This is an optimization exercise on Yosys and OpenROAD, whose aim is small area, not a production implementation.
Where RTL was checked, it was by simulation tests only, not by an equivalence proof against the original.
Power figures rest on the tool's default switching activity, not on a simulated workload.

## the baseline
==> module b_acc, before the edit <==
module b_acc(input clk, input En, input p1, input [19:0] FCW, output [19:0] acc);
	reg [19:0] nacc;
	reg c7, c14;
	assign acc = ~nacc;
	wire [19:0] b = FCW & {20{p1}};
	wire [19:0] sum;
	wire [20:0] c;
	genvar i;
	generate
		for (i = 0; i < 20; i = i + 1) begin : g
			wire ci = (i == 0) ? 1'b0 : (i == 7) ? c7 : (i == 14) ? c14 : c[i];
			assign sum[i] = acc[i] ^ b[i] ^ ci;
			assign c[i+1] = (acc[i] & b[i]) | (ci & (acc[i] ^ b[i]));
		end
	endgenerate
	always @(posedge clk) begin
		nacc <= ~(sum & {20{En}});
		c7 <= c[7];
		c14 <= c[14];
	end
endmodule
==> module b_lane, before the edit <==
module b_lane(input clk, input p1, input sgn, input [1:0] q, output dk, output [1:0] q7, output [1:0] q8);
	reg [55:0] L;
	always @(posedge clk) L <= {L[54:0], sgn};
	reg [1:0] Q [0:8];
	integer j;
	always @(posedge clk) if (p1) begin
		Q[0] <= q;
		for (j = 1; j < 9; j = j + 1) Q[j] <= Q[j-1];
	end
	assign dk = L[55];
	assign q7 = Q[7];
	assign q8 = Q[8];
endmodule
==> module b_out, before the edit <==
module b_out(input clk, input p1, input [11:0] Xn, input [11:0] Yn, input selSign, input selXY, output [11:0] Dout);
	reg [11:0] Xo, Yo;
	always @(posedge clk) if (p1) begin
		Xo <= Xn ^ {selSign, 11'd0};
		Yo <= Yn ^ {selSign, 11'd0};
	end
	assign Dout = selXY ? Xo : Yo;
endmodule
==> module nco, before the edit <==
module nco(
	input clk,
	input En,
	input [19:0] FCW,
	input selXY,
	input selSign,
	output Vld,
	output [11:0] Dout
);
	wire [2:0] s;
	wire p1 = &s;
	wire [19:0] acc;
	wire sgn, dk;
	wire [1:0] q7, q8;
	wire [11:0] Xn, Yn;
	b_ctrl u_ctrl(.clk(clk), .En(En), .s(s), .Vld(Vld));
	b_acc u_acc(.clk(clk), .En(En), .p1(p1), .FCW(FCW), .acc(acc));
	b_ang u_ang(.clk(clk), .s(s), .A0({acc[18], acc[17:8]}), .sgn(sgn));
	b_lane u_lane(.clk(clk), .p1(p1), .sgn(sgn), .q(acc[19:18]), .dk(dk), .q7(q7), .q8(q8));
	b_xy u_xy(.clk(clk), .s(s), .dk(dk), .q7(q7), .IS(q8[1] ^ q8[0]), .Xn(Xn), .Yn(Yn));
	b_out u_out(.clk(clk), .p1(p1), .Xn(Xn), .Yn(Yn), .selSign(selSign), .selXY(selXY), .Dout(Dout));
endmodule
export LEC_CHECK = 0
export ABC_AREA = 1
export CAP_MARGIN = 20
export CORE_MARGIN = 2
export CORE_UTILIZATION = 65
export GPL_TIMING_DRIVEN = 0
export SLEW_MARGIN = 20
create_clock -name core_clock -period 6.0 [get_ports {clk}]
standard.sh (not shown) runs the stock make flow with config.mk's settings and CLKGATE_MAP_FILE= SYNTH_SCRIPT=/design/flow/synth_recipe.tcl, a recipe that flattens the netlist after the stock synthesis.
==> flow/flow/run.sh <==
#!/bin/bash
# Standard ORFS layout with smaller port buffers and a clock tree without dummy loads.
set -euo pipefail
bash standard.sh \
  BUFFER_PORTS_ARGS="-buffer_cell sky130_fd_sc_hd__buf_1" \
  CTS_ARGS="-sink_clustering_enable -repair_clock_nets -dont_use_dummy_load -buf_list sky130_fd_sc_hd__clkbuf_8" \
  finish > make.log 2>&1
The baseline went all the way through synthesis, placement and routing and the layout is clean on timing, DRC and antenna.
Inputs modified between the baseline and the candidate:
diff --git a/flow/design.v b/flow/design.v
--- a/flow/design.v
+++ b/flow/design.v
@@ -30,23 +30,27 @@
 endmodule
 module b_acc(input clk, input En, input p1, input [19:0] FCW, output [19:0] acc);
 	reg [19:0] nacc;
-	reg c7, c14;
+	reg c10;
 	assign acc = ~nacc;
 	wire [19:0] b = FCW & {20{p1}};
-	wire [19:0] sum;
-	wire [20:0] c;
+	wire [9:0] lo;
+	wire [9:0] hi;
+	wire [10:0] cl;
+	wire [10:0] ch;
+	assign cl[0] = 1'b0;
+	assign ch[0] = c10;
 	genvar i;
 	generate
-		for (i = 0; i < 20; i = i + 1) begin : g
-			wire ci = (i == 0) ? 1'b0 : (i == 7) ? c7 : (i == 14) ? c14 : c[i];
-			assign sum[i] = acc[i] ^ b[i] ^ ci;
-			assign c[i+1] = (acc[i] & b[i]) | (ci & (acc[i] ^ b[i]));
+		for (i = 0; i < 10; i = i + 1) begin : g
+			assign lo[i] = acc[i] ^ b[i] ^ cl[i];
+			assign cl[i+1] = (acc[i] & b[i]) | (cl[i] & (acc[i] ^ b[i]));
+			assign hi[i] = acc[i+10] ^ b[i+10] ^ ch[i];
+			assign ch[i+1] = (acc[i+10] & b[i+10]) | (ch[i] & (acc[i+10] ^ b[i+10]));
 		end
 	endgenerate
 	always @(posedge clk) begin
-		nacc <= ~(sum & {20{En}});
-		c7 <= c[7];
-		c14 <= c[14];
+		nacc <= ~({hi, lo} & {20{En}});
+		c10 <= cl[10];
 	end
 endmodule
 module b_ang(input clk, input [2:0] s, input [10:0] A0, output sgn);
@@ -70,18 +74,20 @@
 	always @(posedge clk) A <= An;
 	assign sgn = A[10];
 endmodule
-module b_lane(input clk, input p1, input sgn, input [1:0] q, output dk, output [1:0] q7, output [1:0] q8);
+module b_lane(input clk, input p1, input sgn, input [1:0] q, output dk, output [1:0] q7, output IS);
 	reg [55:0] L;
 	always @(posedge clk) L <= {L[54:0], sgn};
-	reg [1:0] Q [0:8];
+	reg [1:0] Q [0:7];
+	reg ISr;
 	integer j;
 	always @(posedge clk) if (p1) begin
 		Q[0] <= q;
-		for (j = 1; j < 9; j = j + 1) Q[j] <= Q[j-1];
+		for (j = 1; j < 8; j = j + 1) Q[j] <= Q[j-1];
+		ISr <= Q[7][1] ^ Q[7][0];
 	end
 	assign dk = L[55];
 	assign q7 = Q[7];
-	assign q8 = Q[8];
+	assign IS = ISr;
 endmodule
 module b_shr(input [11:0] v, input [2:0] s, output [11:0] o, output st);
 	wire [11:0] a = s[0] ? {v[11], v[11:1]} : v;
@@ -107,12 +113,12 @@
 	end
 endmodule
 module b_out(input clk, input p1, input [11:0] Xn, input [11:0] Yn, input selSign, input selXY, output [11:0] Dout);
-	reg [11:0] Xo, Yo;
+	reg [11:0] NXo, NYo;
 	always @(posedge clk) if (p1) begin
-		Xo <= Xn ^ {selSign, 11'd0};
-		Yo <= Yn ^ {selSign, 11'd0};
+		NXo <= ~(Xn ^ {selSign, 11'd0});
+		NYo <= ~(Yn ^ {selSign, 11'd0});
 	end
-	assign Dout = selXY ? Xo : Yo;
+	assign Dout = ~(selXY ? NXo : NYo);
 endmodule
 module nco(
 	input clk,
@@ -127,12 +133,13 @@
 	wire p1 = &s;
 	wire [19:0] acc;
 	wire sgn, dk;
-	wire [1:0] q7, q8;
+	wire [1:0] q7;
+	wire IS;
 	wire [11:0] Xn, Yn;
 	b_ctrl u_ctrl(.clk(clk), .En(En), .s(s), .Vld(Vld));
 	b_acc u_acc(.clk(clk), .En(En), .p1(p1), .FCW(FCW), .acc(acc));
 	b_ang u_ang(.clk(clk), .s(s), .A0({acc[18], acc[17:8]}), .sgn(sgn));
-	b_lane u_lane(.clk(clk), .p1(p1), .sgn(sgn), .q(acc[19:18]), .dk(dk), .q7(q7), .q8(q8));
-	b_xy u_xy(.clk(clk), .s(s), .dk(dk), .q7(q7), .IS(q8[1] ^ q8[0]), .Xn(Xn), .Yn(Yn));
+	b_lane u_lane(.clk(clk), .p1(p1), .sgn(sgn), .q(acc[19:18]), .dk(dk), .q7(q7), .IS(IS));
+	b_xy u_xy(.clk(clk), .s(s), .dk(dk), .q7(q7), .IS(IS), .Xn(Xn), .Yn(Yn));
 	b_out u_out(.clk(clk), .p1(p1), .Xn(Xn), .Yn(Yn), .selSign(selSign), .selXY(selXY), .Dout(Dout));
 endmodule
### Flow results
The run with more setup slack is the baseline; the candidate has less. Re cell count: the candidate is 1.0% down on the baseline. Sort the candidate and the baseline by buffer count excluding the clock tree in the final layout desc -> top: the candidate. Number of flops mapped to enable cells by yosys (the candidate over the baseline): decrease, 1. The candidate against the baseline: placed instance area down 56 um^2; synthesized cell count down 11; peak clock frequency supported by timing shows a reduction of about 3%; final period utilization went up; flip-flop and latch count moved down. Looking at dominant power group, the sequential cells result is from the candidate; the combinational cells one comes from the baseline. Ran to the end and failed final checks on negative setup slack: the candidate. Going from the baseline to the candidate, buffer count from post-CTS setup fixing shrinks by 2. Routed wire length came out lower on the candidate than on the baseline.
Only the layout flow was run in the baseline; the RTL was not checked for function there.

-- what the ideal ports hide --
The flow's constraints put no driver on any port. The routed layouts listed below were extracted and timed again, unchanged, in two steps.
Step 1 sets driving cells, clkbuf_16 on the clock port and buf_2 on the other inputs (assumed; they add their load-dependent delay and slew).
Step 2 times the ports against the registers' clock, not the clock port: input delays grow and output delays shrink by t, the midpoint of the rising clock arrivals with the driver on.
a / b / c = ideal / step 1 / step 2; a / b = the first two.
run | t, ns | slack for setup (ns) | latest minus earliest clock arrival (ns)
the baseline | 0.467 | 0.144 / 0.144 / 0.144 | 0.039 / 0.039
the candidate | 0.469 | -0.034 / -0.034 / -0.034 | 0.026 / 0.027
